Background: an optimization exercise with open tools, aiming at small area, a short achievable clock period and few clock cycles per item. Do not read the settings as production practice. RTL that was checked went through simulation tests only; none was proved equivalent to the original. Function not checked in runs 1, 2 and 6: the RTL went through the layout flow alone. Power is estimated from default activity; no workload was simulated.

File: flow/design.v
module fft_4pt #(
    parameter DATA_WIDTH = 16
) (
    input clk,
    input rst_n,
    input data_valid_in,
    input  signed [DATA_WIDTH-1:0] x0_r,
    input  signed [DATA_WIDTH-1:0] x0_i,
    input  signed [DATA_WIDTH-1:0] x1_r,
    input  signed [DATA_WIDTH-1:0] x1_i,
    input  signed [DATA_WIDTH-1:0] x2_r,
    input  signed [DATA_WIDTH-1:0] x2_i,
    input  signed [DATA_WIDTH-1:0] x3_r,
    input  signed [DATA_WIDTH-1:0] x3_i,
    output data_valid_out,
    output signed [DATA_WIDTH+1:0] X0_r,
    output signed [DATA_WIDTH+1:0] X0_i,
    output signed [DATA_WIDTH+1:0] X1_r,
    output signed [DATA_WIDTH+1:0] X1_i,
    output signed [DATA_WIDTH+1:0] X2_r,
    output signed [DATA_WIDTH+1:0] X2_i,
    output signed [DATA_WIDTH+1:0] X3_r,
    output signed [DATA_WIDTH+1:0] X3_i
);
    localparam S1 = DATA_WIDTH + 1;    
    localparam S2 = DATA_WIDTH + 2;    
    localparam K  = 14;                 
    localparam HW = S2 - K;            
    function automatic [17:0] add17(input [16:0] a, input [16:0] b, input ci);
        reg [16:0] p, G, P, G2, P2;
        integer i, d;
        begin
            p = a ^ b;  G = a & b;  P = p;
            G[0] = G[0] | (p[0] & ci);
            for (d = 1; d < 17; d = d * 2) begin
                G2 = G;  P2 = P;
                for (i = 0; i < 17; i = i + 1)
                    if (((i + 1) % (2 * d)) == 0) begin
                        G2[i] = G[i] | (P[i] & G[i-d]);  P2[i] = P[i] & P[i-d];
                    end
                G = G2;  P = P2;
            end
            for (d = 16; d >= 1; d = d / 2) begin
                G2 = G;  P2 = P;
                for (i = 0; i < 17; i = i + 1)
                    if (((i + 1) % (2 * d)) == d && i >= 2 * d) begin
                        G2[i] = G[i] | (P[i] & G[i-d]);  P2[i] = P[i] & P[i-d];
                    end
                G = G2;  P = P2;
            end
            add17 = {G[16], p ^ {G[15:0], ci}};
        end
    endfunction
    function automatic [14:0] addk(input [13:0] a, input [13:0] b, input ci);
        reg [13:0] p, G, P, G2, P2;
        integer i, d;
        begin
            p = a ^ b;  G = a & b;  P = p;
            G[0] = G[0] | (p[0] & ci);
            for (d = 1; d < 14; d = d * 2) begin
                G2 = G;  P2 = P;
                for (i = 0; i < 14; i = i + 1)
                    if (((i + 1) % (2 * d)) == 0) begin
                        G2[i] = G[i] | (P[i] & G[i-d]);  P2[i] = P[i] & P[i-d];
                    end
                G = G2;  P = P2;
            end
            for (d = 16; d >= 1; d = d / 2) begin
                G2 = G;  P2 = P;
                for (i = 0; i < 14; i = i + 1)
                    if (((i + 1) % (2 * d)) == d && i >= 2 * d) begin
                        G2[i] = G[i] | (P[i] & G[i-d]);  P2[i] = P[i] & P[i-d];
                    end
                G = G2;  P = P2;
            end
            addk = {G[13], p ^ {G[12:0], ci}};
        end
    endfunction
    function automatic [4:0] addh(input [3:0] a, input [3:0] b, input ci);
        reg [3:0] p, G, P, G2, P2;
        integer i, d;
        begin
            p = a ^ b;  G = a & b;  P = p;
            G[0] = G[0] | (p[0] & ci);
            for (d = 1; d < 4; d = d * 2) begin
                G2 = G;  P2 = P;
                for (i = 0; i < 4; i = i + 1)
                    if (((i + 1) % (2 * d)) == 0) begin
                        G2[i] = G[i] | (P[i] & G[i-d]);  P2[i] = P[i] & P[i-d];
                    end
                G = G2;  P = P2;
            end
            for (d = 16; d >= 1; d = d / 2) begin
                G2 = G;  P2 = P;
                for (i = 0; i < 4; i = i + 1)
                    if (((i + 1) % (2 * d)) == d && i >= 2 * d) begin
                        G2[i] = G[i] | (P[i] & G[i-d]);  P2[i] = P[i] & P[i-d];
                    end
                G = G2;  P = P2;
            end
            addh = {G[3], p ^ {G[2:0], ci}};
        end
    endfunction
    function automatic [S1-1:0] bf1(input [DATA_WIDTH-1:0] a, input [DATA_WIDTH-1:0] b, input sub);
        reg [S1-1:0] bb;
        reg [S1:0]   t;
        begin
            bb = {b[DATA_WIDTH-1], b} ^ {S1{sub}};
            t = add17({a[DATA_WIDTH-1], a}, bb, sub);
            bf1 = t[S1-1:0];
        end
    endfunction
    reg signed [S1-1:0] A_r, A_i, B_r, B_i, C_r, C_i, D_r, D_i;
    always @(posedge clk) begin
        A_r <= bf1(x0_r, x2_r, 1'b0);  A_i <= bf1(x0_i, x2_i, 1'b0);
        B_r <= bf1(x0_r, x2_r, 1'b1);  B_i <= bf1(x0_i, x2_i, 1'b1);
        C_r <= bf1(x1_r, x3_r, 1'b0);  C_i <= bf1(x1_i, x3_i, 1'b0);
        D_r <= bf1(x1_r, x3_r, 1'b1);  D_i <= bf1(x1_i, x3_i, 1'b1);
    end
    function automatic [S2:0] bfly(input [S1-1:0] p, input [S1-1:0] q, input sub);
        reg [S1-1:0] qq;
        reg [K:0]    lo;
        reg [HW-1:0] hi;
        begin
            qq = sub ? ~q : q;
            lo = addk(p[K-1:0], qq[K-1:0], sub);
            hi = addh({p[S1-1], p[S1-1:K]}, {qq[S1-1], qq[S1-1:K]}, 1'b0);
            bfly = {hi, lo};
        end
    endfunction
    reg [S2:0] Y0_r, Y0_i, Y1_r, Y1_i, Y2_r, Y2_i, Y3_r, Y3_i;
    always @(posedge clk) begin
        Y0_r <= bfly(A_r, C_r, 1'b0);  Y0_i <= bfly(A_i, C_i, 1'b0);
        Y1_r <= bfly(B_r, D_i, 1'b0);  Y1_i <= bfly(B_i, D_r, 1'b1);
        Y2_r <= bfly(A_r, C_r, 1'b1);  Y2_i <= bfly(A_i, C_i, 1'b1);
        Y3_r <= bfly(B_r, D_i, 1'b1);  Y3_i <= bfly(B_i, D_r, 1'b0);
    end
    reg valid_s1, valid_s2;
    always @(posedge clk or negedge rst_n) begin
        if (!rst_n) begin
            valid_s1 <= 1'b0;
            valid_s2 <= 1'b0;
        end else begin
            valid_s1 <= data_valid_in;
            valid_s2 <= valid_s1;
        end
    end
    function automatic [S2-1:0] fin(input [S2:0] y);
        reg [HW-1:0] h, t;
        integer i;
        begin
            h = y[S2:K+1];
            for (i = 0; i < HW; i = i + 1)
                t[i] = y[K] & ((h & ((1 << i) - 1)) == ((1 << i) - 1));
            fin = {h ^ t, y[K-1:0]};
        end
    endfunction
    assign X0_r = fin(Y0_r);  assign X0_i = fin(Y0_i);
    assign X1_r = fin(Y1_r);  assign X1_i = fin(Y1_i);
    assign X2_r = fin(Y2_r);  assign X2_i = fin(Y2_i);
    assign X3_r = fin(Y3_r);  assign X3_i = fin(Y3_i);
    assign data_valid_out = valid_s2;
endmodule
File: flow/flow/run.sh
#!/bin/bash
# The standard layout (standard.sh), with the port buffers that buffer_ports
# inserts made of plain buf_1 cells instead of its default delay buffer.
set -euo pipefail
cd "$(dirname "$0")/.."
echo "export BUFFER_PORTS_ARGS = -buffer_cell sky130_fd_sc_hd__buf_1" >> config.mk
bash standard.sh > standard.log 2>&1
File: flow/standard.sh
#!/bin/bash
# synth_recipe.tcl (not shown) runs the flow's synth.tcl, then flattens the netlist and writes it again
# the make line also repeats each setting of config.mk as NAME=value (left out here)
make -C /OpenROAD-flow-scripts/flow DESIGN_CONFIG=/design/flow/config.mk WORK_HOME=/design/flow/orfs CLKGATE_MAP_FILE= SYNTH_SCRIPT=/design/flow/synth_recipe.tcl "${@:-finish}"
File: flow/config.mk
export PLATFORM = sky130hd
export DESIGN_NAME = fft_4pt
export DESIGN_NICKNAME = fft_4pt
export VERILOG_FILES = /design/flow/design.v
export SDC_FILE = /design/flow/constraint.sdc
export NUM_CORES = 4
export LEC_CHECK = 0
export ABC_AREA = 1
export CAP_MARGIN = 20
export CORE_MARGIN = 2
export CORE_UTILIZATION = 62
export CTS_BUF_LIST = sky130_fd_sc_hd__clkbuf_4 sky130_fd_sc_hd__clkbuf_8
export CTS_CLUSTER_DIAMETER = 60
export CTS_CLUSTER_SIZE = 16
export SETUP_SLACK_MARGIN = 0.6
export SLEW_MARGIN = 20
export BUFFER_PORTS_ARGS = -buffer_cell sky130_fd_sc_hd__buf_1
File: flow/constraint.sdc
create_clock -name core_clock -period 3.0 [get_ports {clk}]
set_input_delay 0.6000 -clock core_clock [delete_from_list [all_inputs] [get_ports {clk}]]
set_output_delay 0.6000 -clock core_clock [all_outputs]
set_load 0.01 [all_outputs]
==> reports/metrics.yaml, run 1 <==
status: "timing/DRC/antenna clean"
syn_avg_cell_area_um2: 8.935
synth_edf_count: 0
ir_drop_mv: 0.6130
syn_nets: 2579
path_class: "flop to flop"
firstDrtPassIters: 5
p_per_area_nw_per_um2: 768.8
hold_class: "input port to flop"
dp_hpwl_um: 28850
routed_wl_um: 34460
slew_viol_final: 0
ios: 276
fin_skew_ns: 0.02861
p_total_mw: 15.14
drv_cap: 0
max_slew.worst_pin.slew_ns: 0.3455
cts_buffers: 27
place_congestion: 0.9035
setup_tns_ns: 0
cts_buffer_depth: 3
yosysMostFrequentCell: "inv_1"
synth_top_flop_cell: "dfxtp_1"
yosysSeqAreaShare_pct: 30.67
synth_warnings: 1
internal_power_mw: 9.069
seqPwrFrac_pct: 39.8
ys_async_sr_fraction_pct: 0.7092
max_slew_margin_pct: 76.80
grt_pass1_vias: 12040
clock-root-buffer: "clkbuf_8"
setup_slack_ns: 0.7059
synth_area_leaders: "dfxtp_1 30%, ha_1 16%, fa_1 16%"
final_hold_viol_count: 0
cts.htree.levels: 1
vias: 12100
cts_sinks: 282
ant_nets: 0
fin_crit_sh_pct: 76.47
place_ws_ns: 0.2638
die_w_um: 176.5
start_kind: "flop"
fmax_ghz: 0.4359
start_util_pct: 62.55
nets: 2751
swShare_pct: 40.10
synth_top_area_cell: "dfxtp_1"
avgViaCountPerCell: 4.564
yosys.area.top_type_share_pct: 30.40
whs_ns: 0.1241
drive_gt1_share_pct: 6.430
core_um2: 29480
synthTopCellsByCount: "518 x inv_1, 312 x nand2_1, 280 x dfxtp_1"
period_needed_ns: 2.294
synthCells: 2064
final-setup-viol-count: 0
syn_area_um2: 18440
area_delta_synth_final_pct: 6.785
drc: 0
endpoint_kind: "flop"
cts_tree: "yes"
rsz0062_at_grt: "no"
p_comb_share_pct: 42.4
rows: 63
p_switching_mw: 6.071
power.leakage_nw: 10.51
cp.arrival_ns: 2.76
antenna_found_initial: 6
clk_pin_slew_worst_paths_ns: 0.10
clkLatencyLatePin_ns: 0.59
fin_util_pct: 66.80
dieArea_um2: 31140
grt.overflow.total: 0
pwr-share-clk_pct: 17.8
grt_pass1_wl_um: 56580
die_y_um: 176.5
track_usage_pct: 22.65
wire_per_inst_um: 13.00
ys_types: 30
required_ns: 3.47
worstPathMaxFanout: 3
grt_max_degree: 18
n_fill_cell: 2547
drt-initial-drc-count: 462
synth-seq-cells: 282
port_buffers: 275
[flip-flops by register name (all words and copies together) (netlist names), 17 cells and up]
name / count
Y3_r: 19
Y0_i: 18
D_r: 17
A_i: 17
A_r: 17
Y2_i: 19
Y3_i: 19
Y2_r: 19
Y1_i: 18
C_i: 17
Y0_r: 18
Y1_r: 18
[cell families (layout without fill, tap and decap cells)]
family                   count (synthesis)  after routing  share of synthesized area [%]
flip-flops                             282            282                          30.67
XOR/XNOR                               128            128                          6.079
adder cells (fa/ha/maj)                384            384                          31.92
buffers and inverters                  677            868                          16.41
AO/OA/AOI/OAI                          102            102                          3.508
AND/OR/NAND/NOR                        491            491                          11.42
other                                    0              7                              0
[power groups by stage]
stage | combinational, mW | sequential, mW | clock [mW]
floorplan | 5.57 | 5.85 | 0
global placement | 6.25 | 6.10 | 0
detailed placement | 6.41 | 6.12 | 0
CTS | 6.49 | 6.05 | 2.78
global route | 7.38 | 6.21 | 2.94
finish | 6.42 | 6.03 | 2.69
[through the flow]
stage	cell area, µm²	instances
after detailed placement	18970	2594
after floorplan	18440	2064
after global placement	18970	2594
after global routing	19680	2648
after CTS	19640	2643
final	19690	2652
[worst paths after layout]
check / from / end / slack [ns] / cells after the start
worst max-delay path: A_i[0] / Y2_i[13] / 0.71 / 11
worst min-delay path: data_valid_in / valid_s1 / 0.12 / 1
worst max register to register: A_i[0] / Y2_i[13] / 0.71 / 11
worst min register to register: valid_s1 / valid_s2 / 0.36 / 0
max in group asynchronous: rst_n / valid_s1 / 2.55 / 2
min in group asynchronous: rst_n / valid_s2 / 0.33 / 2
[layer usage]
layer  GRT usage [%]  wire length [µm]
met5               0                23
met1           30.36             15760
met2           38.25             16370
met4           6.095               601
met3           3.553              1705
[final cells by class]
type | instances | area [µm²] | share of cell area [%]
diodes | 7 | 17.52 | 0.08895
clock buffers | 33 | 435.4 | 2.211
clock inverters | 15 | 205.2 | 1.042
inverters | 542 | 2034 | 10.33
multi-input cells | 1105 | 9797 | 49.75
flip-flops and latches | 282 | 5658 | 28.73
well taps | 390 | 488.0 | 2.478
repair buffers | 278 | 1057 | 5.369
[critical path: stages, from the launching register on]
cell	delay [ns]
dfxtp_2	0.36
inv_1	0.06
ha_1	0.21
fa_2	0.39
o21ai_2	0.18
nand3_1	0.12
nand2_2	0.13
nand2_1	0.07
nand2_1	0.09
inv_1	0.05
fa_1	0.38
xnor2_1	0.13
[layout by cell type (no fill, tap or decap)]
cell and instances:
inv_1 518, nand2_1 308, dfxtp_1 278, buf_1 275, ha_1 240, fa_1 139
xnor2_1 90, nor2_1 66, nand3_1 44, a21oi_1 43, xor2_1 38, nand2_2 36
clkbuf_8 30, inv_2 24, o21bai_1 20, a31oi_1 16, a21oi_2 15, or2_1 14
diode_2 7, and2_1 5, nand4_1 5, fa_2 5, nor3_2 4, nor4_1 4
o21ai_2 4, a21o_1 4, nand2_4 3, clkinv_8 3, clkbuf_4 3, clkinv_2 3
clkinv_4 3, bufinv_16 3, dfxtp_2 2, inv_6 2, buf_4 2, dfrtp_1 2
nor2_2 1, nor2_4 1, clkinvlp_4 1, dlygate4sd3_1 1
[repair_timing]
item                       CTS  global route
buffers inserted             0             2
hold endpoints to repair     2             0
hold buffers                 1             0
resized for setup           11             8
setup endpoints to repair   21            11
pin swaps                    1             2
==> inputs of run 2 (changes only) <==
--- a/flow/design.v
+++ b/flow/design.v
@@ -24,7 +24,7 @@
 );
     localparam S1 = DATA_WIDTH + 1;    
     localparam S2 = DATA_WIDTH + 2;    
-    localparam K  = 14;                 
+    localparam K  = 16;                 
     localparam HW = S2 - K;            
     function automatic [17:0] add17(input [16:0] a, input [16:0] b, input ci);
         reg [16:0] p, G, P, G2, P2;
@@ -51,15 +51,15 @@
             add17 = {G[16], p ^ {G[15:0], ci}};
         end
     endfunction
-    function automatic [14:0] addk(input [13:0] a, input [13:0] b, input ci);
-        reg [13:0] p, G, P, G2, P2;
+    function automatic [16:0] addk(input [15:0] a, input [15:0] b, input ci);
+        reg [15:0] p, G, P, G2, P2;
         integer i, d;
         begin
             p = a ^ b;  G = a & b;  P = p;
             G[0] = G[0] | (p[0] & ci);
-            for (d = 1; d < 14; d = d * 2) begin
+            for (d = 1; d < 16; d = d * 2) begin
                 G2 = G;  P2 = P;
-                for (i = 0; i < 14; i = i + 1)
+                for (i = 0; i < 16; i = i + 1)
                     if (((i + 1) % (2 * d)) == 0) begin
                         G2[i] = G[i] | (P[i] & G[i-d]);  P2[i] = P[i] & P[i-d];
                     end
@@ -67,24 +67,24 @@
             end
             for (d = 16; d >= 1; d = d / 2) begin
                 G2 = G;  P2 = P;
-                for (i = 0; i < 14; i = i + 1)
+                for (i = 0; i < 16; i = i + 1)
                     if (((i + 1) % (2 * d)) == d && i >= 2 * d) begin
                         G2[i] = G[i] | (P[i] & G[i-d]);  P2[i] = P[i] & P[i-d];
                     end
                 G = G2;  P = P2;
             end
-            addk = {G[13], p ^ {G[12:0], ci}};
+            addk = {G[15], p ^ {G[14:0], ci}};
         end
     endfunction
-    function automatic [4:0] addh(input [3:0] a, input [3:0] b, input ci);
-        reg [3:0] p, G, P, G2, P2;
+    function automatic [2:0] addh(input [1:0] a, input [1:0] b, input ci);
+        reg [1:0] p, G, P, G2, P2;
         integer i, d;
         begin
             p = a ^ b;  G = a & b;  P = p;
             G[0] = G[0] | (p[0] & ci);
-            for (d = 1; d < 4; d = d * 2) begin
+            for (d = 1; d < 2; d = d * 2) begin
                 G2 = G;  P2 = P;
-                for (i = 0; i < 4; i = i + 1)
+                for (i = 0; i < 2; i = i + 1)
                     if (((i + 1) % (2 * d)) == 0) begin
                         G2[i] = G[i] | (P[i] & G[i-d]);  P2[i] = P[i] & P[i-d];
                     end
@@ -92,13 +92,13 @@
             end
             for (d = 16; d >= 1; d = d / 2) begin
                 G2 = G;  P2 = P;
-                for (i = 0; i < 4; i = i + 1)
+                for (i = 0; i < 2; i = i + 1)
                     if (((i + 1) % (2 * d)) == d && i >= 2 * d) begin
                         G2[i] = G[i] | (P[i] & G[i-d]);  P2[i] = P[i] & P[i-d];
                     end
                 G = G2;  P = P2;
             end
-            addh = {G[3], p ^ {G[2:0], ci}};
+            addh = {G[1], p ^ {G[0:0], ci}};
         end
     endfunction
     function automatic [S1-1:0] bf1(input [DATA_WIDTH-1:0] a, input [DATA_WIDTH-1:0] b, input sub);
==> run 2 against run 1 <==
Against the previous run: still clean; clock skew fell by 0.013 ns; global-route usage grew 0.41 points; final cell count down 0.19%; die area fell by 0.20%; largest power group unchanged.
==> reports/metrics.yaml, run 2 <==
status: "timing/DRC/antenna clean"
max_slew.worst_pin.slew_ns: 0.3282
cts_buffers: 28
synth_top_area_cell: "dfxtp_1"
rrSetupSlack_ns: 0.73
critical_path.reg2reg.endpoint: "Y0_i[15]"
die_y_um: 176.3
max_stage_delay_ns: 0.36
synth_warnings: 1
start_kind: "flop"
ys_async_sr_fraction_pct: 0.7092
cpLargestDelayFamily: "adder cells"
synth_area_leaders: "dfxtp_1 30%, ha_1 17%, fa_1 14%"
drt-initial-drc-count: 398
wire_per_inst_um: 13.04
crit_start: "B_i[0]"
r2r_cells: 13
n_fill_cell: 2527
syn_nets: 2592
dp_hpwl_um: 28640
die_w_um: 176.3
core_um2: 29400
drc: 0
yosysSeqAreaShare_pct: 30.73
place_congestion: 0.8852
rows: 63
drv_cap: 0
worstPathMaxFanout: 3
power.leakage_nw: 10.51
port_buffers: 275
clock-root-buffer: "clkbuf_8"
clk_pin_slew_worst_paths_ns: 0.10
cp.buffers_inverters: 1
nets: 2749
grt_max_degree: 18
fmax_ghz: 0.4405
whs_ns: 0.1119
vias: 12120
ys_types: 29
cts.htree.levels: 1
synth-seq-cells: 282
max_slew_margin_pct: 78.12
yosys.area.top_type_share_pct: 30.46
placed_cell_area_um2: 18780
synth_top_flop_cell: "dfxtp_1"
critPathCapture: "Y0_i[15]"
fin_crit_sh_pct: 75.67
ios: 276
antenna_found_initial: 1
synthCells: 2077
required_ns: 3.48
area_delta_synth_final_pct: 6.724
ant_nets: 0
cp_cell_sequence: "buf_4 -> ha_1 -> fa_2 -> nand2_1 -> nand2_2 -> nand2_1 -> nand2_2 -> nand2_2 -> nand2_2 -> nand2_1 -> nand2_1 -> fa_2 -> xnor2_1"
fin_skew_ns: 0.01541
start_util_pct: 62.59
grt.overflow.total: 0
dieArea_um2: 31080
grt_pass1_vias: 12280
rsz0062_at_grt: "no"
path_class: "flop to flop"
multi_input_area_um2: 9727
cts_buffer_depth: 3
slowest_stage: "fa_2"
seq_area_um2: 5663
cts_tree: "yes"
track_usage_pct: 23.05
holdCritStartpoint: "data_valid_in"
r2r-start: "B_i[0]"
syn_avg_cell_area_um2: 8.861
cts_sinks: 282
synth_edf_count: 0
final_area_um2: 19640
final_common_cell: "inv_1"
p_per_area_nw_per_um2: 776.3
setup_tns_ns: 0
yosysMostFrequentCell: "inv_1"
cp.arrival_ns: 2.75
hold_class: "input port to flop"
routed_wl_um: 34510
ir_drop_mv: 0.5137
syn_area_um2: 18400
endpoint_kind: "flop"
drive_gt1_share_pct: 7.890
final_cell_mix: "493 x inv_1, 301 x nand2_1, 276 x dfxtp_1"
final_hold_viol_count: 0
final-setup-viol-count: 0
period_needed_ns: 2.270
grt_pass1_wl_um: 57820
firstDrtPassIters: 5
synthTopCellsByCount: "496 x inv_1, 314 x nand2_1, 280 x dfxtp_1"
clkLatencyLatePin_ns: 0.59
cp.depth: 13
slew_viol_final: 0
avgViaCountPerCell: 4.580
## run 2: cell count changes after synthesis, moves of 5 or more
cell and change:
buf_4 +24, inv_1 -22, a21oi_1 +21, fa_1 -16
ha_1 +16, nand3_1 -13, xnor2_1 -10, a21o_1 +9
inv_2 +8, a21oi_2 -5, buf_2 +5, nand4_1 -5
## run 2: logic make-up (layout without fill, tap and decap cells)
| kind of cell | count (synthesis) | count (layout) | synth area share [%] |
|---|---|---|---|
| buffers and inverters | 685 | 864 | 17.01 |
| flip-flops | 282 | 282 | 30.73 |
| adder cells (fa/ha/maj) | 384 | 384 | 31.33 |
| XOR/XNOR | 120 | 120 | 5.711 |
| other | 0 | 1 | 0 |
| AND/OR/NAND/NOR | 481 | 481 | 11.01 |
| AO/OA/AOI/OAI | 125 | 125 | 4.208 |
## run 2: through the flow
stage                     setup slack [ns]  utilization (%)  power [mW]  cells
after floorplan                     0.6867                -       11.49   2077
after global placement              0.3523            63.86       12.29   2585
after detailed placement            0.3341            63.86       12.42   2585
after CTS                           0.6008            66.28       15.33   2639
after global routing                0.5949            66.80       16.67   2647
final                               0.7300            66.80       15.25   2647
## run 2: per-layer routing
layer | up-vias | part of all wire [%] | track usage, % | routed length [µm]
met4 | 0 | 2.3 | 5.406 | 795
met1 | 5550 | 46 | 31.18 | 15930
met5 | - | 0 | 0 | 0
met2 | 270 | 46 | 38.97 | 15810
met3 | 52 | 5.7 | 3.639 | 1965
li1 | 6251 | - | - | -
## run 2: what timing repair did
item                                   4_1_cts  5_1_grt
endpoints found under the hold margin        2        0
resized for setup                            7       34
buffers inserted                             1        7
setup endpoints to repair                   14       27
hold buffers                                 1        0
pin swaps                                    0        6
## run 2: report_power, final
group / leakage [nW] / internal, mW / switching, mW
Combinational: 7.78 / 2.64 / 3.85
Clock: 0.345 / 1.33 / 1.46
Sequential: 2.39 / 5.18 / 0.784
Total: 10.5 / 9.15 / 6.09
## run 2: worst min path at each step
stage	end	slack, ns	cells past startpoint
6_report	valid_s1	0.11	1
5_1_grt	valid_s1	0.07	1
4_1_cts	valid_s1	0.08	1
3_5_place_dp	valid_s2	0.36	0
3_3_place_gp	valid_s2	0.34	0
2_1_floorplan	valid_s1	0.30	0
## run 2: final cells by class
cell class,instances,share of cell area (%)
Inverter,528,10.09
Multi-Input combinational cell,1110,49.52
Sequential cell,282,28.83
Antenna cell,1,0.01274
Clock inverter,17,1.121
Clock buffer,35,2.325
Tap cell,390,2.484
Timing Repair Buffer,284,5.612
==> inputs of run 3 (changes only) <==
--- a/flow/design.v
+++ b/flow/design.v
@@ -24,7 +24,7 @@
 );
     localparam S1 = DATA_WIDTH + 1;    
     localparam S2 = DATA_WIDTH + 2;    
-    localparam K  = 16;                 
+    localparam K  = 12;                 
     localparam HW = S2 - K;            
     function automatic [17:0] add17(input [16:0] a, input [16:0] b, input ci);
         reg [16:0] p, G, P, G2, P2;
@@ -51,15 +51,15 @@
             add17 = {G[16], p ^ {G[15:0], ci}};
         end
     endfunction
-    function automatic [16:0] addk(input [15:0] a, input [15:0] b, input ci);
-        reg [15:0] p, G, P, G2, P2;
+    function automatic [12:0] addk(input [11:0] a, input [11:0] b, input ci);
+        reg [11:0] p, G, P, G2, P2;
         integer i, d;
         begin
             p = a ^ b;  G = a & b;  P = p;
             G[0] = G[0] | (p[0] & ci);
-            for (d = 1; d < 16; d = d * 2) begin
+            for (d = 1; d < 12; d = d * 2) begin
                 G2 = G;  P2 = P;
-                for (i = 0; i < 16; i = i + 1)
+                for (i = 0; i < 12; i = i + 1)
                     if (((i + 1) % (2 * d)) == 0) begin
                         G2[i] = G[i] | (P[i] & G[i-d]);  P2[i] = P[i] & P[i-d];
                     end
@@ -67,24 +67,24 @@
             end
             for (d = 16; d >= 1; d = d / 2) begin
                 G2 = G;  P2 = P;
-                for (i = 0; i < 16; i = i + 1)
+                for (i = 0; i < 12; i = i + 1)
                     if (((i + 1) % (2 * d)) == d && i >= 2 * d) begin
                         G2[i] = G[i] | (P[i] & G[i-d]);  P2[i] = P[i] & P[i-d];
                     end
                 G = G2;  P = P2;
             end
-            addk = {G[15], p ^ {G[14:0], ci}};
+            addk = {G[11], p ^ {G[10:0], ci}};
         end
     endfunction
-    function automatic [2:0] addh(input [1:0] a, input [1:0] b, input ci);
-        reg [1:0] p, G, P, G2, P2;
+    function automatic [6:0] addh(input [5:0] a, input [5:0] b, input ci);
+        reg [5:0] p, G, P, G2, P2;
         integer i, d;
         begin
             p = a ^ b;  G = a & b;  P = p;
             G[0] = G[0] | (p[0] & ci);
-            for (d = 1; d < 2; d = d * 2) begin
+            for (d = 1; d < 6; d = d * 2) begin
                 G2 = G;  P2 = P;
-                for (i = 0; i < 2; i = i + 1)
+                for (i = 0; i < 6; i = i + 1)
                     if (((i + 1) % (2 * d)) == 0) begin
                         G2[i] = G[i] | (P[i] & G[i-d]);  P2[i] = P[i] & P[i-d];
                     end
@@ -92,13 +92,13 @@
             end
             for (d = 16; d >= 1; d = d / 2) begin
                 G2 = G;  P2 = P;
-                for (i = 0; i < 2; i = i + 1)
+                for (i = 0; i < 6; i = i + 1)
                     if (((i + 1) % (2 * d)) == d && i >= 2 * d) begin
                         G2[i] = G[i] | (P[i] & G[i-d]);  P2[i] = P[i] & P[i-d];
                     end
                 G = G2;  P = P2;
             end
-            addh = {G[1], p ^ {G[0:0], ci}};
+            addh = {G[5], p ^ {G[4:0], ci}};
         end
     endfunction
     function automatic [S1-1:0] bf1(input [DATA_WIDTH-1:0] a, input [DATA_WIDTH-1:0] b, input sub);
--- a/flow/config.mk
+++ b/flow/config.mk
@@ -5,7 +5,6 @@
 export SDC_FILE = /design/flow/constraint.sdc
 export NUM_CORES = 4
 export LEC_CHECK = 0
-export ABC_AREA = 1
 export CAP_MARGIN = 20
 export CORE_MARGIN = 2
 export CORE_UTILIZATION = 62
==> run 3 against run 2 <==
Against the previous run: still clean; critical path depth down 3; setup slack worse by 0.19 ns; clock skew up 0.0064 ns; clock-buffer cell count down 3; hold slack about the same; flip-flop and latch count unchanged; core utilization up 2.8 points; global-route usage up 0.33 points; sequential share of layout area up 0.29 points; combinational power up 1%; final cell count down 11%; sequential power up 2%; critical path type unchanged; critical endpoint is now Y3_r[10]; largest cell class unchanged; highest routed layer unchanged.
==> reports/metrics.yaml, run 3 <==
cts_buffers: 27
worstPathMaxFanout: 3
dieArea_um2: 29910
final_cell_mix: "363 x inv_1, 276 x dfxtp_1, 274 x buf_1"
core_um2: 27930
path_class: "flop to flop"
vias: 11480
final_hold_viol_count: 0
drt-initial-drc-count: 523
syn_area_um2: 17700
synth-seq-cells: 282
drive_gt1_share_pct: 8.952
clkLatencyLatePin_ns: 0.60
syn_avg_cell_area_um2: 10.09
die_w_um: 172.9
start_kind: "flop"
place_congestion: 0.8817
routed_wl_um: 34870
synth_top_area_cell: "dfxtp_1"
die_y_um: 172.9
rsz0062_at_grt: "yes"
slew_viol_final: 0
max_slew_margin_pct: 71.02
ios: 276
ys_types: 52
fmax_ghz: 0.4070
synth_warnings: 1
synth_edf_count: 0
fin_crit_sh_pct: 81.89
synth_area_leaders: "dfxtp_1 32%, ha_1 17%, fa_1 16%"
cp_cell_sequence: "inv_6 -> ha_2 -> fa_2 -> inv_2 -> a21o_1 -> a21oi_2 -> o211a_1 -> o211a_1 -> fa_2 -> inv_1"
p_per_area_nw_per_um2: 778.9
clk_pin_slew_worst_paths_ns: 0.09
syn_nets: 2269
synth_top_flop_cell: "dfxtp_1"
fin_skew_ns: 0.02181
clock-root-buffer: "clkbuf_8"
area_delta_synth_final_pct: 9.920
drv_cap: 0
avgViaCountPerCell: 4.893
grt_max_degree: 17
power.leakage_nw: 9.309
antenna_found_initial: 3
p_total_mw: 15.15
synthTopCellsByCount: "371 x inv_1, 280 x dfxtp_1, 240 x ha_1"
synthCells: 1754
wire_per_inst_um: 14.86
ys_async_sr_fraction_pct: 0.7092
yosys.area.top_type_share_pct: 31.68
cts_tree: "yes"
required_ns: 3.50
setup_tns_ns: 0
ir_drop_mv: 0.6225
start_util_pct: 63.35
max_stage_delay_ns: 0.53
final-setup-viol-count: 0
status: "timing/DRC/antenna clean"
rows: 61
grt_pass1_vias: 11830
ant_nets: 0
endpoint_kind: "flop"
whs_ns: 0.1122
grt.overflow.total: 0
hold_class: "input port to flop"
port_buffers: 275
slowest_stage: "fa_2"
yosysSeqAreaShare_pct: 31.96
yosysMostFrequentCell: "inv_1"
cts_sinks: 282
final_common_cell: "inv_1"
period_needed_ns: 2.457
n_fill_cell: 2274
cts.htree.levels: 1
dp_hpwl_um: 28690
track_usage_pct: 23.38
max_slew.worst_pin.slew_ns: 0.4339
nets: 2463
fin_util_pct: 69.63
cts_buffer_depth: 3
grt_pass1_wl_um: 56390
cp.arrival_ns: 2.95
drc: 0
firstDrtPassIters: 5
[run 3: worst max-delay path: cells and delay by family (launching register included)]
| kind | cells | cell delay (ns) |
|---|---|---|
| compound gates | 4 | 0.70 |
| fa+ha+maj | 3 | 1.07 |
| buf+inv | 3 | 0.15 |
| flops | 1 | 0.43 |
[run 3: area by class of cell]
type | count | area [µm²] | share of cell area [%]
Clock inverter | 15 | 145.1 | 0.7462
Multi-Input combinational cell | 972 | 10150 | 52.18
Sequential cell | 282 | 5665 | 29.13
Inverter | 372 | 1424 | 7.320
Timing Repair Buffer | 293 | 1171 | 6.021
Tap cell | 378 | 473.0 | 2.431
Antenna cell | 3 | 7.507 | 0.03860
Clock buffer | 32 | 415.4 | 2.136
[run 3: final timing paths]
kind                          startpoint  depth (start not counted)       end  slack (ns)
setup / recovery                  A_r[0]                         10  Y3_r[10]        0.54
hold / removal             data_valid_in                          1  valid_s1        0.11
setup reg to reg                  A_r[0]                         10  Y3_r[10]        0.54
hold reg to reg                 valid_s1                          0  valid_s2        0.36
max in group asynchronous          rst_n                          2  valid_s1        2.54
min in group asynchronous          rst_n                          2  valid_s2        0.34
[run 3: repair_timing]
action,in CTS,in global routing
pin swaps,19,18
setup buffers,9,6
setup endpoints to repair,31,36
endpoints found under the hold margin,2,0
cloned,0,0
resized for setup,40,36
hold buffers,1,0
[run 3: cells by family after synthesis]
kind of cell | Yosys count | synth area share [%]
buf+inv | 500 | 12.95
fa+ha+maj | 384 | 33.26
xor+xnor | 144 | 7.127
simple gates | 217 | 6.307
compound gates | 223 | 8.174
flops | 282 | 31.96
mux | 4 | 0.2263
[run 3: through the flow]
| stage | worst slack (ns) | area (µm²) | std cells |
|---|---|---|---|
| final | 0.5432 | 19450 | 2347 |
| after global routing | 0.4478 | 19450 | 2347 |
| after CTS | 0.5342 | 19280 | 2338 |
| after detailed placement | 0.004020 | 18510 | 2281 |
| after global placement | 0.05654 | 18510 | 2281 |
| after floorplan | 0.5388 | 17890 | 1754 |
[run 3: report_power, final]
part | switching, mW | internal (mW) | total (mW) | leakage (nW)
Sequential | 0.909 | 5.20 | 6.11 | 2.39
Combinational | 3.72 | 2.85 | 6.56 | 6.64
Clock | 1.42 | 1.05 | 2.48 | 0.287
Total | 6.05 | 9.10 | 15.1 | 9.31
[run 3: routing by layer]
metal / track usage, % / share of wire, %
met3: 3.364 / 4.3
met2: 40.95 / 48
met1: 29.87 / 44
met5: 0 / 0
met4: 7.451 / 3.1
Testbench counts of run 3, summed over its fixed seeds: cycles 8,016, items 8,000.
==> inputs of run 4 (changes only) <==
--- a/flow/config.mk
+++ b/flow/config.mk
@@ -5,6 +5,7 @@
 export SDC_FILE = /design/flow/constraint.sdc
 export NUM_CORES = 4
 export LEC_CHECK = 0
+export ABC_AREA = 1
 export CAP_MARGIN = 20
 export CORE_MARGIN = 2
 export CORE_UTILIZATION = 62
==> run 4 against run 3 <==
Against the previous run: die area rose by 3.0%; non-clock buffer count decreased by 9; final cell count grew 11%; critical path type unchanged; first-iteration DRC count shrank 13%; critical endpoint is now Y0_i[11]; synthesized cell count up 14%; wire length fell by 2.5%; critical path depth stayed put; largest power group unchanged; register-to-register slack improved by 0.15 ns.
==> reports/metrics.yaml, run 4 <==
dp_hpwl_um: 28130
cts.htree.levels: 1
slew_viol_final: 0
period_needed_ns: 2.305
die_y_um: 175.5
drt-initial-drc-count: 457
ios: 276
ir_drop_mv: 0.5154
max_slew_margin_pct: 70.57
ant_nets: 0
hold_class: "input port to flop"
place_congestion: 0.8567
port_buffers: 275
max_stage_delay_ns: 0.41
final_hold_viol_count: 0
synth_top_area_cell: "dfxtp_1"
p_per_area_nw_per_um2: 784.4
die_w_um: 175.5
final_cell_mix: "483 x inv_1, 270 x buf_1, 258 x dfxtp_1"
vias: 11920
cts_buffers: 31
antenna_found_initial: 8
instances_no_fill: 2606
synthCells: 1999
grt_pass1_wl_um: 55660
path_class: "flop to flop"
setup_tns_ns: 0
drv_cap: 0
synth_area_leaders: "dfxtp_1 31%, ha_1 16%, fa_1 16%"
rows: 62
firstDrtPassIters: 5
track_usage_pct: 22.54
yosysMostFrequentCell: "inv_1"
area_delta_synth_final_pct: 8.682
cts_buffer_depth: 3
power.leakage_nw: 10.32
grt_pass1_vias: 11990
clk_pin_slew_worst_paths_ns: 0.09
syn_area_um2: 18230
rsz0062_at_grt: "yes"
cpLargestDelayFamily: "adder cells"
ys_types: 38
place_inst: 2538
cts_tree: "yes"
yosys.area.top_type_share_pct: 30.75
yosysSeqAreaShare_pct: 31.02
clock-root-buffer: "clkbuf_8"
required_ns: 3.50
fmax_ghz: 0.4339
nets: 2711
endpoint_kind: "flop"
grt.overflow.total: 0
max_slew.worst_pin.slew_ns: 0.4388
wire_per_inst_um: 13.05
synth_edf_count: 0
avgViaCountPerCell: 4.575
slowest_stage: "fa_1"
core_um2: 28860
fin_util_pct: 68.66
setup_slack_ns: 0.6955
cp_cell_sequence: "ha_1 -> fa_1 -> nand3_1 -> nand2_1 -> nand3_1 -> nand3_1 -> nand2_1 -> nand2_1 -> fa_1 -> xnor2_1"
cts_sinks: 282
status: "timing/DRC/antenna clean"
fin_skew_ns: 0.02778
drive_gt1_share_pct: 8.968
place_ws_ns: 0.3059
dieArea_um2: 30790
syn_nets: 2514
drc: 0
routed_wl_um: 34010
synth-seq-cells: 282
synth_warnings: 1
final-setup-viol-count: 0
start_util_pct: 63.18
start_kind: "flop"
fin_crit_sh_pct: 76.82
synthTopCellsByCount: "485 x inv_1, 280 x dfxtp_1, 260 x nand2_1"
ys_async_sr_fraction_pct: 0.7092
synth_top_flop_cell: "dfxtp_1"
final_common_cell: "inv_1"
worstPathMaxFanout: 4
cp.buffers_inverters: 0
clkLatencyLatePin_ns: 0.62
cp.arrival_ns: 2.80
syn_avg_cell_area_um2: 9.120
grt_max_degree: 17
[run 4: cell count changes in the layout (fill, tap and decap cells not counted), moves of 18 or more]
cell / before / now
nand2_1: 21 / 255
inv_1: 363 / 483
nand2b_1: 30 / 0
nand3_1: 15 / 44
inv_2: 4 / 31
nand2_2: 1 / 26
a21o_1: 23 / 2
dfxtp_2: 2 / 22
o21ai_0: 20 / 1
dfxtp_1: 276 / 258
fa_1: 118 / 136
fa_2: 26 / 8
[run 4: path summary, 6_finish.rpt]
| check | start | to | slack (ns) | depth (start not counted) |
|---|---|---|---|---|
| worst max-delay path | D_i[0] | Y0_i[11] | 0.70 | 10 |
| worst min-delay path | data_valid_in | valid_s1 | 0.1 | 1 |
| worst max register to register | D_i[0] | Y0_i[11] | 0.70 | 10 |
| worst min register to register | valid_s1 | valid_s2 | 0.37 | 0 |
| max in group asynchronous | rst_n | valid_s1 | 2.58 | 2 |
| min in group asynchronous | rst_n | valid_s2 | 0.30 | 2 |
[run 4: cells by family after synthesis]
group | count (synthesis) | synth area share, %
adder cells (fa/ha/maj) | 384 | 32.28
AND/OR/NAND/NOR | 432 | 10.01
XOR/XNOR | 144 | 6.918
flip-flops | 282 | 31.02
AO/OA/AOI/OAI | 123 | 4.351
buffers and inverters | 634 | 15.41
[run 4: layout make-up]
| cell class | instances | area [µm²] |
|---|---|---|
| tap | 384 | 480.5 |
| inverter | 514 | 1929 |
| timing repair buffer | 284 | 1109 |
| multi-input combinational | 1083 | 9910 |
| fill | 2433 | 9044 |
| sequential | 282 | 5683 |
| clock inverter | 22 | 234.0 |
| clock buffer | 34 | 461.7 |
| antenna | 3 | 7.507 |
[run 4: report_power, final]
part / total (mW) / internal [mW] / leakage [nW] / switching (mW)
logic: 6.55 / 2.73 / 7.59 / 3.83
registers: 6.16 / 5.25 / 2.39 / 0.910
clock network: 2.83 / 1.23 / 0.342 / 1.61
total: 15.5 / 9.20 / 10.3 / 6.34
[run 4: stage by stage]
stage | power [mW] | hold slack (ns) | instance area (µm²)
floorplan | 11.27 | 0.3044 | 18230
global placement | 12.42 | 0.3358 | 18860
detailed placement | 12.56 | 0.3363 | 18860
CTS | 15.52 | 0.05993 | 19600
global route | 16.94 | 0.06397 | 19810
finish | 15.54 | 0.09820 | 19810
[run 4: repair_timing]
| action | 4_1_cts | 5_1_grt |
|---|---|---|
| pin swaps | 1 | 18 |
| endpoints found under the hold margin | 2 | 0 |
| setup endpoints to repair | 9 | 38 |
| gates resized for setup | 7 | 64 |
| cloned | 0 | 0 |
| hold buffers | 1 | 0 |
| setup buffers | 1 | 7 |
[run 4: layer usage]
metal	vias up	GRT usage, %	wire, µm
li1	6151	-	-
met1	5445	28.73	15180
met2	254	39.71	16250
met3	60	4.091	1884
met4	12	5.544	630
met5	-	0	71
==> inputs of run 5 (changes only) <==
--- a/flow/design.v
+++ b/flow/design.v
@@ -24,7 +24,7 @@
 );
     localparam S1 = DATA_WIDTH + 1;    
     localparam S2 = DATA_WIDTH + 2;    
-    localparam K  = 12;                 
+    localparam K  = 13;                 
     localparam HW = S2 - K;            
     function automatic [17:0] add17(input [16:0] a, input [16:0] b, input ci);
         reg [16:0] p, G, P, G2, P2;
@@ -51,15 +51,15 @@
             add17 = {G[16], p ^ {G[15:0], ci}};
         end
     endfunction
-    function automatic [12:0] addk(input [11:0] a, input [11:0] b, input ci);
-        reg [11:0] p, G, P, G2, P2;
+    function automatic [13:0] addk(input [12:0] a, input [12:0] b, input ci);
+        reg [12:0] p, G, P, G2, P2;
         integer i, d;
         begin
             p = a ^ b;  G = a & b;  P = p;
             G[0] = G[0] | (p[0] & ci);
-            for (d = 1; d < 12; d = d * 2) begin
+            for (d = 1; d < 13; d = d * 2) begin
                 G2 = G;  P2 = P;
-                for (i = 0; i < 12; i = i + 1)
+                for (i = 0; i < 13; i = i + 1)
                     if (((i + 1) % (2 * d)) == 0) begin
                         G2[i] = G[i] | (P[i] & G[i-d]);  P2[i] = P[i] & P[i-d];
                     end
@@ -67,24 +67,24 @@
             end
             for (d = 16; d >= 1; d = d / 2) begin
                 G2 = G;  P2 = P;
-                for (i = 0; i < 12; i = i + 1)
+                for (i = 0; i < 13; i = i + 1)
                     if (((i + 1) % (2 * d)) == d && i >= 2 * d) begin
                         G2[i] = G[i] | (P[i] & G[i-d]);  P2[i] = P[i] & P[i-d];
                     end
                 G = G2;  P = P2;
             end
-            addk = {G[11], p ^ {G[10:0], ci}};
+            addk = {G[12], p ^ {G[11:0], ci}};
         end
     endfunction
-    function automatic [6:0] addh(input [5:0] a, input [5:0] b, input ci);
-        reg [5:0] p, G, P, G2, P2;
+    function automatic [5:0] addh(input [4:0] a, input [4:0] b, input ci);
+        reg [4:0] p, G, P, G2, P2;
         integer i, d;
         begin
             p = a ^ b;  G = a & b;  P = p;
             G[0] = G[0] | (p[0] & ci);
-            for (d = 1; d < 6; d = d * 2) begin
+            for (d = 1; d < 5; d = d * 2) begin
                 G2 = G;  P2 = P;
-                for (i = 0; i < 6; i = i + 1)
+                for (i = 0; i < 5; i = i + 1)
                     if (((i + 1) % (2 * d)) == 0) begin
                         G2[i] = G[i] | (P[i] & G[i-d]);  P2[i] = P[i] & P[i-d];
                     end
@@ -92,13 +92,13 @@
             end
             for (d = 16; d >= 1; d = d / 2) begin
                 G2 = G;  P2 = P;
-                for (i = 0; i < 6; i = i + 1)
+                for (i = 0; i < 5; i = i + 1)
                     if (((i + 1) % (2 * d)) == d && i >= 2 * d) begin
                         G2[i] = G[i] | (P[i] & G[i-d]);  P2[i] = P[i] & P[i-d];
                     end
                 G = G2;  P = P2;
             end
-            addh = {G[5], p ^ {G[4:0], ci}};
+            addh = {G[4], p ^ {G[3:0], ci}};
         end
     endfunction
     function automatic [S1-1:0] bf1(input [DATA_WIDTH-1:0] a, input [DATA_WIDTH-1:0] b, input sub);
==> run 5 against run 4 <==
Against the previous run: largest cell class unchanged; maximum frequency decreased by 1.1%; clock-buffer cell count decreased by 2; area after synthesis decreased by 0.68%; critical path type unchanged; highest routed layer is now met4; final cell count decreased by 0.58%; sequential power decreased by 2%.
==> reports/metrics.yaml, run 5 <==
status: "timing/DRC/antenna clean"
fmax_ghz: 0.4293
final_cell_mix: "499 x inv_1, 276 x dfxtp_1, 272 x buf_1"
clk_pin_slew_worst_paths_ns: 0.10
slowest_stage: "fa_1"
synth-seq-cells: 282
cpLargestDelayFamily: "adder cells"
avgViaCountPerCell: 4.555
grt_pass1_vias: 12050
yosysMostFrequentCell: "inv_1"
fin_crit_sh_pct: 77.65
max_stage_delay_ns: 0.37
rrSetupSlack_ns: 0.67
synth_top_area_cell: "dfxtp_1"
final-setup-viol-count: 0
cp.buffers_inverters: 3
syn_nets: 2514
synth_edf_count: 0
slew_viol_final: 0
clock-root-buffer: "clkbuf_8"
synth_warnings: 1
drt-initial-drc-count: 392
vias: 11800
internal_power_mw: 8.820
drc: 0
n_fill_cell: 2480
rsz0062_at_grt: "yes"
hold_class: "input port to flop"
swShare_pct: 40.50
dp_hpwl_um: 28390
fin_skew_ns: 0.02654
cts.htree.levels: 1
drive_gt1_share_pct: 6.754
die_w_um: 174.9
period_needed_ns: 2.330
max_slew.worst_pin.slew_ns: 0.3800
track_usage_pct: 22.64
worstPathMaxFanout: 3
syn_area_um2: 18110
grt_max_degree: 18
dieArea_um2: 30590
cts_tree: "yes"
instances_no_fill: 2591
die_y_um: 174.9
routed_wl_um: 33890
p_per_area_nw_per_um2: 765.6
syn_avg_cell_area_um2: 9.022
p_switching_mw: 6.004
start_util_pct: 63.09
yosys.area.top_type_share_pct: 30.96
cp_cell_sequence: "inv_1 -> ha_1 -> fa_2 -> inv_2 -> nand3_1 -> o211ai_1 -> nand2_1 -> nand2_2 -> inv_2 -> nor2_1 -> nor2_1 -> fa_1 -> xnor2_1"
grt_pass1_wl_um: 55990
synth_top_flop_cell: "dfxtp_1"
antenna_found_initial: 0
synth_area_leaders: "dfxtp_1 31%, ha_1 17%, fa_1 15%"
core_um2: 28700
required_ns: 3.46
setup_tns_ns: 0
pwr-share-clk_pct: 15.9
drv_cap: 0
ir_drop_mv: 0.5450
cts_sinks: 282
place_inst: 2541
cts_buffer_depth: 3
cts_buffers: 26
area_delta_synth_final_pct: 6.931
ant_nets: 0
multi_input_area_um2: 9641
synthTopCellsByCount: "500 x inv_1, 280 x dfxtp_1, 265 x nand2_1"
ys_types: 38
endpoint_kind: "flop"
max_slew_margin_pct: 74.51
grt.overflow.total: 0
synthCells: 2007
place_congestion: 0.8808
rows: 62
ys_async_sr_fraction_pct: 0.7092
ios: 276
firstDrtPassIters: 5
cp.arrival_ns: 2.79
path_class: "flop to flop"
yosysSeqAreaShare_pct: 31.23
nets: 2697
seqPwrFrac_pct: 40.8
start_kind: "flop"
clkLatencyLatePin_ns: 0.58
p_comb_share_pct: 43.3
power.leakage_nw: 10.25
final_hold_viol_count: 0
wire_per_inst_um: 13.08
port_buffers: 275
seq_area_um2: 5663
final_common_cell: "inv_1"
## run 5: cell count changes in the layout (fill, tap and decap cells not counted), moves of 8 or more
cell / previous run / this run
inv_1: 483 / 499
dfxtp_2: 22 / 3
nand4_1: 8 / 0
o21ai_0: 1 / 13
dfxtp_1: 258 / 276
a21oi_1: 56 / 47
o21bai_1: 22 / 8
## run 5: cells by family after synthesis
kind of cell / count (synthesis) / share of synthesized area, %
AO/OA/AOI/OAI: 125 / 4.443
adder cells (fa/ha/maj): 376 / 31.62
AND/OR/NAND/NOR: 438 / 10.19
flip-flops: 282 / 31.23
XOR/XNOR: 136 / 6.578
buffers and inverters: 650 / 15.94
## run 5: worst reg2reg max path: cells and delay by family (launching register included)
kind,cells,cell delay (ns)
DFF,1,0.36
xor gates and xnor gates,1,0.14
adders and majority gates,3,0.92
buffers and inverters,3,0.20
AOI/OAI and AO/OA,1,0.15
and+or+nand+nor,5,0.45
## run 5: through the flow
| stage | total power [mW] | hold WS [ns] | setup slack [ns] | util, % | cell area, µm² |
|---|---|---|---|---|---|
| final | 14.82 | 0.1237 | 0.6704 | 67.46 | 19360 |
| after global routing | 16.17 | 0.08219 | 0.5563 | 67.45 | 19360 |
| after CTS | 14.98 | 0.07966 | 0.5982 | 67.15 | 19270 |
| after detailed placement | 12.50 | 0.3673 | 0.2983 | 65.17 | 18700 |
| after global placement | 12.32 | 0.3413 | 0.3441 | 65.17 | 18700 |
| after floorplan | 11.28 | 0.3044 | 0.6868 | - | 18110 |
## run 5: power groups by stage
stage	Combinational, mW	Sequential [mW]	Clock (mW)
floorplan	5.44	5.84	0
global placement	6.19	6.12	0
detailed placement	6.36	6.14	0
CTS	6.45	6.07	2.45
global route	7.38	6.21	2.59
finish	6.41	6.05	2.36
## run 5: layout make-up
| type | instances | area share (%) |
|---|---|---|
| multi-input combinational | 1075 | 49.79 |
| tap | 384 | 2.481 |
| clock buffer | 32 | 2.210 |
| antenna | 1 | 0.01292 |
| timing repair buffer | 280 | 5.557 |
| clock inverter | 12 | 0.5234 |
| inverter | 525 | 10.18 |
| sequential | 282 | 29.25 |
## run 5: final timing paths
kind                                from  endpoint  depth (start not counted)
max                               B_i[0]  Y1_i[11]                         13
min in group asynchronous          rst_n  valid_s1                          2
max reg2reg                       B_i[0]  Y1_i[11]                         13
max in group asynchronous          rst_n  valid_s2                          2
min reg2reg                     valid_s1  valid_s2                          0
min                        data_valid_in  valid_s1                          1
## run 5: metal layers
metal	wire, µm	vias to the layer above	track usage (%)
li1	-	6119	-
met1	15360	5409	29.36
met3	1609	46	3.655
met2	16280	229	39.97
met5	0	-	0
met4	644	0	4.826
## run 5: timing repair
item,4_1_cts,5_1_grt
cloned,0,0
endpoints found under the setup margin,7,28
buffers inserted,0,4
gates resized for setup,7,21
hold buffers,1,0
pin swaps,0,6
endpoints found under the hold margin,2,0
Testbench counts of run 5, summed over its fixed seeds: cycles 8,016, items 8,000.
==> inputs of run 6 (changes only) <==
--- a/flow/design.v
+++ b/flow/design.v
@@ -24,7 +24,7 @@
 );
     localparam S1 = DATA_WIDTH + 1;    
     localparam S2 = DATA_WIDTH + 2;    
-    localparam K  = 13;                 
+    localparam K  = 15;                 
     localparam HW = S2 - K;            
     function automatic [17:0] add17(input [16:0] a, input [16:0] b, input ci);
         reg [16:0] p, G, P, G2, P2;
@@ -51,15 +51,33 @@
             add17 = {G[16], p ^ {G[15:0], ci}};
         end
     endfunction
-    function automatic [13:0] addk(input [12:0] a, input [12:0] b, input ci);
-        reg [12:0] p, G, P, G2, P2;
+    function automatic [15:0] addk(input [14:0] a, input [14:0] b, input ci);
+        reg [14:0] p, G, P, G2, P2;
+        integer i, d, k;
+        begin
+            p = a ^ b;  G = a & b;  P = p;
+            G[0] = G[0] | (p[0] & ci);
+            for (d = 1; d < 15; d = d * 2) begin
+                G2 = G;  P2 = P;
+                for (i = 0; i < 15; i = i + 1)
+                    if (i & d) begin
+                        k = (i & ~(d - 1)) - 1;
+                        G2[i] = G[i] | (P[i] & G[k]);  P2[i] = P[i] & P[k];
+                    end
+                G = G2;  P = P2;
+            end
+            addk = {G[14], p ^ {G[13:0], ci}};
+        end
+    endfunction
+    function automatic [3:0] addh(input [2:0] a, input [2:0] b, input ci);
+        reg [2:0] p, G, P, G2, P2;
         integer i, d;
         begin
             p = a ^ b;  G = a & b;  P = p;
             G[0] = G[0] | (p[0] & ci);
-            for (d = 1; d < 13; d = d * 2) begin
+            for (d = 1; d < 3; d = d * 2) begin
                 G2 = G;  P2 = P;
-                for (i = 0; i < 13; i = i + 1)
+                for (i = 0; i < 3; i = i + 1)
                     if (((i + 1) % (2 * d)) == 0) begin
                         G2[i] = G[i] | (P[i] & G[i-d]);  P2[i] = P[i] & P[i-d];
                     end
@@ -67,38 +85,13 @@
             end
             for (d = 16; d >= 1; d = d / 2) begin
                 G2 = G;  P2 = P;
-                for (i = 0; i < 13; i = i + 1)
+                for (i = 0; i < 3; i = i + 1)
                     if (((i + 1) % (2 * d)) == d && i >= 2 * d) begin
                         G2[i] = G[i] | (P[i] & G[i-d]);  P2[i] = P[i] & P[i-d];
                     end
                 G = G2;  P = P2;
             end
-            addk = {G[12], p ^ {G[11:0], ci}};
-        end
-    endfunction
-    function automatic [5:0] addh(input [4:0] a, input [4:0] b, input ci);
-        reg [4:0] p, G, P, G2, P2;
-        integer i, d;
-        begin
-            p = a ^ b;  G = a & b;  P = p;
-            G[0] = G[0] | (p[0] & ci);
-            for (d = 1; d < 5; d = d * 2) begin
-                G2 = G;  P2 = P;
-                for (i = 0; i < 5; i = i + 1)
-                    if (((i + 1) % (2 * d)) == 0) begin
-                        G2[i] = G[i] | (P[i] & G[i-d]);  P2[i] = P[i] & P[i-d];
-                    end
-                G = G2;  P = P2;
-            end
-            for (d = 16; d >= 1; d = d / 2) begin
-                G2 = G;  P2 = P;
-                for (i = 0; i < 5; i = i + 1)
-                    if (((i + 1) % (2 * d)) == d && i >= 2 * d) begin
-                        G2[i] = G[i] | (P[i] & G[i-d]);  P2[i] = P[i] & P[i-d];
-                    end
-                G = G2;  P = P2;
-            end
-            addh = {G[4], p ^ {G[3:0], ci}};
+            addh = {G[2], p ^ {G[1:0], ci}};
         end
     endfunction
     function automatic [S1-1:0] bf1(input [DATA_WIDTH-1:0] a, input [DATA_WIDTH-1:0] b, input sub);
==> run 6 against run 5 <==
Against the previous run: first-iteration DRC count is 60% higher; sequential power is 2% lower; wire length is 9.2% higher; power is 5.2% higher; die area is 3.7% higher; hold slack better by 0.012 ns.
==> reports/metrics.yaml, run 6 <==
worstPathMaxFanout: 6
final_hold_viol_count: 0
place_congestion: 0.8664
ys_types: 32
synthCells: 2293
path_class: "flop to flop"
start_util_pct: 63.25
cts.htree.levels: 1
r2r-start: "D_r[0]"
hold_class: "input port to flop"
drt-initial-drc-count: 628
power.leakage_nw: 11.06
rows: 63
die_y_um: 178.1
port_buffers: 275
drv_cap: 0
dp_hpwl_um: 30870
multi_input_area_um2: 10160
firstDrtPassIters: 6
syn_area_um2: 18800
routed_wl_um: 36990
clkLatencyLatePin_ns: 0.60
max_slew.worst_pin.slew_ns: 0.3532
cts_buffer_depth: 3
nets: 2957
pwr-share-clk_pct: 16.1
drive_gt1_share_pct: 5.475
p_switching_mw: 6.716
n_fill_cell: 2638
antenna_found_initial: 9
clock-root-buffer: "clkbuf_8"
wire_per_inst_um: 12.84
grt_max_degree: 17
core_um2: 29720
dieArea_um2: 31730
die_w_um: 178.1
grt.overflow.total: 0
synth_top_flop_cell: "dfxtp_1"
internal_power_mw: 8.883
max_slew_margin_pct: 76.28
rrSetupSlack_ns: 0.70
holdCritStartpoint: "data_valid_in"
grt_pass1_wl_um: 60630
p_per_area_nw_per_um2: 780.6
fin_skew_ns: 0.02781
cts_tree: "yes"
ys_async_sr_fraction_pct: 0.7092
synth-seq-cells: 282
fmax_ghz: 0.4338
yosys.area.top_type_share_pct: 29.82
seqPwrFrac_pct: 37.9
crit_start: "D_r[0]"
area_delta_synth_final_pct: 6.324
ir_drop_mv: 0.6327
p_comb_share_pct: 46.1
place_ws_ns: 0.2471
final-setup-viol-count: 0
status: "timing/DRC/antenna clean"
slew_viol_final: 0
setup_slack_ns: 0.6950
seq_area_um2: 5660
drc: 0
ant_nets: 0
avgViaCountPerCell: 4.645
rsz0062_at_grt: "no"
swShare_pct: 43.05
cts_buffers: 28
setup_tns_ns: 0
yosysMostFrequentCell: "inv_1"
start_kind: "flop"
clk_pin_slew_worst_paths_ns: 0.09
synth_top_area_cell: "dfxtp_1"
whs_ns: 0.1353
syn_avg_cell_area_um2: 8.197
cts_sinks: 282
track_usage_pct: 23.99
yosysSeqAreaShare_pct: 30.09
syn_nets: 2784
required_ns: 3.47
vias: 13380
final_common_cell: "inv_1"
synth_edf_count: 0
period_needed_ns: 2.305
synthTopCellsByCount: "526 x inv_1, 490 x nand2_1, 280 x dfxtp_1"
cp.arrival_ns: 2.78
synth_warnings: 1
fin_crit_sh_pct: 76.83
grt_pass1_vias: 13020
endpoint_kind: "flop"
synth_area_leaders: "dfxtp_1 30%, ha_1 17%, fa_1 12%"
ios: 276
final_cell_mix: "526 x inv_1, 486 x nand2_1, 278 x dfxtp_1"
## run 6: cell count changes after synthesis, moves of 8 or more
| cell | change |
|---|---|
| nand2_1 | +225 |
| a21oi_1 | +46 |
| nand3_1 | +38 |
| inv_1 | +26 |
| fa_1 | -24 |
| buf_4 | +17 |
| xnor2_1 | -16 |
| nor2_1 | +14 |
| xor2_1 | -13 |
| a21oi_2 | -9 |
| ha_1 | +8 |
## run 6: timing repair
item	CTS	global route
buffers inserted	0	0
endpoints found under the hold margin	2	0
gates resized for setup	6	9
endpoints found under the setup margin	4	8
hold buffers	1	0
pin swaps	0	1
## run 6: worst paths after layout
kind,end,depth (start not counted)
min in group asynchronous,valid_s2,2
worst min-delay path,valid_s1,1
worst min register to register,valid_s2,0
worst max-delay path,Y3_i[8],9
worst max register to register,Y3_i[8],9
max in group asynchronous,valid_s1,2
## run 6: cell type report
type                            count  area share, %
Tap cell                          390          2.442
Antenna cell                        6        0.07513
Inverter                          545          10.24
Multi-Input combinational cell   1333          50.82
Clock inverter                     16         0.7451
Clock buffer                       32          2.141
Sequential cell                   282          28.32
Timing Repair Buffer              276          5.215
## run 6: layer usage
layer / GRT usage [%] / part of all wire (%) / vias up
met5: 0 / 0.11 / -
met4: 7.036 / 2.4 / 6
met3: 3.602 / 5.0 / 63
met2: 40.96 / 47 / 287
met1: 31.53 / 45 / 6056
li1: - / - / 6965
## run 6: kinds of logic (layout without fill, tap and decap cells)
group	Yosys count	count (layout)	synth area share (%)
AO/OA/AOI/OAI	133	133	4.041
XOR/XNOR	107	107	4.986
adder cells (fa/ha/maj)	360	360	28.44
buffers and inverters	678	869	16.09
flip-flops	282	282	30.09
other	0	6	0
AND/OR/NAND/NOR	733	733	16.36
## run 6: per-stage QoR
stage,util [%],power [mW],instances,cell area [µm²]
floorplan,-,11.94,2293,18800
global placement,65.07,12.95,2825,19340
detailed placement,65.07,13.12,2825,19340
CTS,67.11,15.72,2874,19940
global route,67.24,17.04,2879,19980
finish,67.25,15.60,2880,19980
## run 6: power by group through the flow
stage | Sequential, mW | Clock (mW) | Combinational, mW
finish | 5.90 | 2.51 | 7.19
global route | 6.06 | 2.73 | 8.25
CTS | 5.92 | 2.59 | 7.22
detailed placement | 5.98 | 0 | 7.13
global placement | 5.97 | 0 | 6.98
floorplan | 5.75 | 0 | 6.19
## run 6: critical path, stage by stage (launching register included)
cell and delay [ns]:
dfxtp_1 0.44, ha_1 0.19, inv_1 0.05, fa_1 0.41, nor2_1 0.15, nand2_1 0.06
nand2_1 0.20, nand2_2 0.10, nand2_4 0.15, fa_1 0.43
==> inputs of run 7 (changes only) <==
--- a/flow/design.v
+++ b/flow/design.v
@@ -53,16 +53,23 @@
     endfunction
     function automatic [15:0] addk(input [14:0] a, input [14:0] b, input ci);
         reg [14:0] p, G, P, G2, P2;
-        integer i, d, k;
+        integer i, d;
         begin
             p = a ^ b;  G = a & b;  P = p;
             G[0] = G[0] | (p[0] & ci);
             for (d = 1; d < 15; d = d * 2) begin
                 G2 = G;  P2 = P;
                 for (i = 0; i < 15; i = i + 1)
-                    if (i & d) begin
-                        k = (i & ~(d - 1)) - 1;
-                        G2[i] = G[i] | (P[i] & G[k]);  P2[i] = P[i] & P[k];
+                    if (((i + 1) % (2 * d)) == 0) begin
+                        G2[i] = G[i] | (P[i] & G[i-d]);  P2[i] = P[i] & P[i-d];
+                    end
+                G = G2;  P = P2;
+            end
+            for (d = 16; d >= 1; d = d / 2) begin
+                G2 = G;  P2 = P;
+                for (i = 0; i < 15; i = i + 1)
+                    if (((i + 1) % (2 * d)) == d && i >= 2 * d) begin
+                        G2[i] = G[i] | (P[i] & G[i-d]);  P2[i] = P[i] & P[i-d];
                     end
                 G = G2;  P = P2;
             end
==> run 7 against run 6 <==
Against the previous run: highest routed layer is now met4; flip-flop and latch count stayed put; largest power group unchanged; via count is 13% lower; sequential share of layout area is 0.93 points higher.
==> reports/metrics.yaml, run 7 <==
status: "timing/DRC/antenna clean"
cts_buffer_depth: 3
grt_pass1_wl_um: 56060
track_usage_pct: 22.74
diodes: 0
synth_area_leaders: "dfxtp_1 31%, ha_1 17%, fa_1 16%"
drv_cap: 0
cts_sinks: 282
dp_hpwl_um: 28170
grt_max_degree: 18
worstPathMaxFanout: 3
final_common_cell: "inv_1"
endpoint_kind: "flop"
ios: 276
synth_top_area_cell: "dfxtp_1"
required_ns: 3.46
final_area_um2: 19350
syn_nets: 2494
n_fill_cell: 2473
critical_path.reg2reg.endpoint: "Y2_r[10]"
fin_skew_ns: 0.01677
max_slew_margin_pct: 77.53
cts.htree.levels: 1
yosys.area.top_type_share_pct: 30.84
yosysMostFrequentCell: "inv_1"
r2r-start: "B_r[0]"
syn_avg_cell_area_um2: 9.184
ant_nets: 0
synthTopCellsByCount: "482 x inv_1, 280 x dfxtp_1, 249 x nand2_1"
cts_buffers: 29
multi_input_area_um2: 9598
synth_top_family_by_area: "adder cells"
synth_top_flop_cell: "dfxtp_1"
place_congestion: 0.8961
core_um2: 28780
p_per_area_nw_per_um2: 778.1
synthCells: 1979
period_needed_ns: 2.276
routed_wl_um: 33750
synth-compound-area-share_pct: 4.812
firstDrtPassIters: 5
die_w_um: 175.2
rows: 62
final_hold_viol_count: 0
synth-simple-area-share_pct: 9.569
nets: 2653
synth-seq-cells: 282
port_buffers: 275
ys_async_sr_fraction_pct: 0.7092
drc: 0
hold_class: "input port to flop"
path_class: "flop to flop"
placed_cell_area_um2: 18600
die_y_um: 175.2
post_cts_buffers: 0
synth_warnings: 1
seq_area_um2: 5662
fin_crit_sh_pct: 75.88
max_slew.worst_pin.slew_ns: 0.3370
start_util_pct: 63.15
yosys.area_share.xor_xnor_pct: 5.783
clk_pin_slew_worst_paths_ns: 0.10
antenna_found_initial: 0
clkLatencyLatePin_ns: 0.59
holdPathEnd: "valid_s1"
synth-adder-area-share_pct: 32.38
ys_types: 33
final_cell_mix: "481 x inv_1, 277 x dfxtp_1, 275 x buf_1"
area_delta_synth_final_pct: 6.485
yosysSeqAreaShare_pct: 31.12
final-setup-viol-count: 0
dieArea_um2: 30700
fin_util_pct: 67.25
fmax_ghz: 0.4393
slew_viol_final: 0
synth_edf_count: 0
ir_drop_mv: 0.5731
vias: 11660
start_kind: "flop"
syn_area_um2: 18170
rsz0062_at_grt: "yes"
cts_tree: "yes"
wire_per_inst_um: 13.28
drt-initial-drc-count: 426
drive_gt1_share_pct: 5.978
muxShareOfSynthArea_pct: 0
r2r_cells: 9
whs_path_depth: 1
avgViaCountPerCell: 4.589
grt.overflow.total: 0
clock-root-buffer: "clkbuf_8"
holdCritStartpoint: "data_valid_in"
cp.arrival_ns: 2.74
power.leakage_nw: 10.10
rrSetupSlack_ns: 0.72
grt_pass1_vias: 11810
setup_tns_ns: 0
==> run 7: changes by cell type in the layout (fill, tap and decap cells not counted), moves of 8 or more <==
cell / previous run / this run
a31oi_1: 8 / 18
nand2_2: 34 / 20
nor2_1: 92 / 60
or2_1: 5 / 15
nand3_2: 0 / 8
ha_1: 248 / 240
nand3_1: 82 / 43
fa_1: 109 / 139
a21oi_1: 93 / 50
o21bai_1: 9 / 29
inv_1: 526 / 481
xnor2_1: 71 / 84
nand2_1: 486 / 247
nand2_4: 9 / 0
==> run 7: logic make-up (layout without fill, tap and decap cells) <==
logic type,count (synthesis),in the layout
buf+inv,650,829
simple gates,410,410
fa+ha+maj,384,384
flops,282,282
compound gates,133,133
xor+xnor,120,120
==> run 7: metrics by stage <==
stage	power, mW	setup WS (ns)	hold WS [ns]	cells
floorplan	11.32	0.6545	0.3044	1979
global placement	12.16	0.2644	0.3437	2490
detailed placement	12.35	0.2093	0.3594	2490
CTS	15.27	0.6071	0.07214	2542
global route	16.43	0.5851	0.07280	2542
finish	15.06	0.7237	0.1217	2542
==> run 7: where the power goes <==
group / leakage [nW] / internal, mW / switching [mW]
Combinational: 7.37 / 2.51 / 3.73
Sequential: 2.39 / 5.20 / 0.813
Clock: 0.344 / 1.32 / 1.49
Total: 10.1 / 9.03 / 6.03
==> run 7: what timing repair did <==
action,in CTS,in global routing
hold endpoints to repair,2,0
resized for setup,9,12
hold buffers,1,0
setup endpoints to repair,20,24
==> run 7: metal layers <==
layer	up-vias	share of wire [%]	GRT usage, %
li1	5988	-	-
met3	40	5.7	4.199
met1	5404	45	30.15
met5	-	0	0
met2	232	47	38.75
met4	0	1.9	5.139
==> run 7: how the worst max path moves through the flow <==
| stage | slack (ns) | from | endpoint |
|---|---|---|---|
| 2_1_floorplan | 0.65 | x0_i[0] | B_i[15] |
| 3_3_place_gp | 0.26 | x1_i[0] | D_i[15] |
| 3_5_place_dp | 0.21 | x1_i[0] | D_i[15] |
| 4_1_cts | 0.61 | B_r[0] | Y2_r[13] |
| 5_1_grt | 0.59 | B_r[0] | Y2_r[13] |
| 6_report | 0.72 | B_r[0] | Y2_r[10] |
==> run 7: layout make-up <==
cell class / count / area share, %
Multi-Input combinational cell: 1047 / 49.59
Sequential cell: 282 / 29.25
Inverter: 502 / 9.736
Timing Repair Buffer: 276 / 5.385
Tap cell: 384 / 2.483
Clock buffer: 33 / 2.282
Clock inverter: 18 / 1.267
==> run 7: worst max-delay path, cell delays in order (launching register included) <==
cell	delay (ns)
dfxtp_2	0.36
inv_1	0.06
ha_1	0.20
fa_2	0.39
o21ai_2	0.19
nand3_1	0.13
nand3_2	0.12
a31oi_1	0.13
fa_1	0.51
inv_1	0.06
Testbench counts of run 7, summed over its fixed seeds: cycles 8,016, items 8,000.

[afterwards: timing with drivers on the ports]
The results above use ideal ports. As a check the final layouts listed here were re-extracted and re-timed, cells and wires unchanged.
Step 1 assumes that a clkbuf_16 drives the clock port and a buf_2 every other input.
Step 2 also shifts input and output timing later by t, the mid clock arrival at the registers, as if the neighbouring blocks saw the same clock.
a / b / c = no drivers / after step 1 / after step 2; a / b = the first two.
run | t (ns) | setup WS [ns]
run 1 | 0.619 | 0.706 / 0.706 / 0.298
run 2 | 0.625 | 0.730 / 0.730 / 0.350
run 3 | 0.633 | 0.543 / 0.543 / 0.136
run 4 | 0.652 | 0.695 / 0.652 / 0.319
run 5 | 0.618 | 0.670 / 0.670 / 0.308
run 6 | 0.640 | 0.695 / 0.695 / 0.284
run 7 | 0.623 | 0.724 / 0.724 / 0.218
After both steps setup and hold are still met in every run listed.
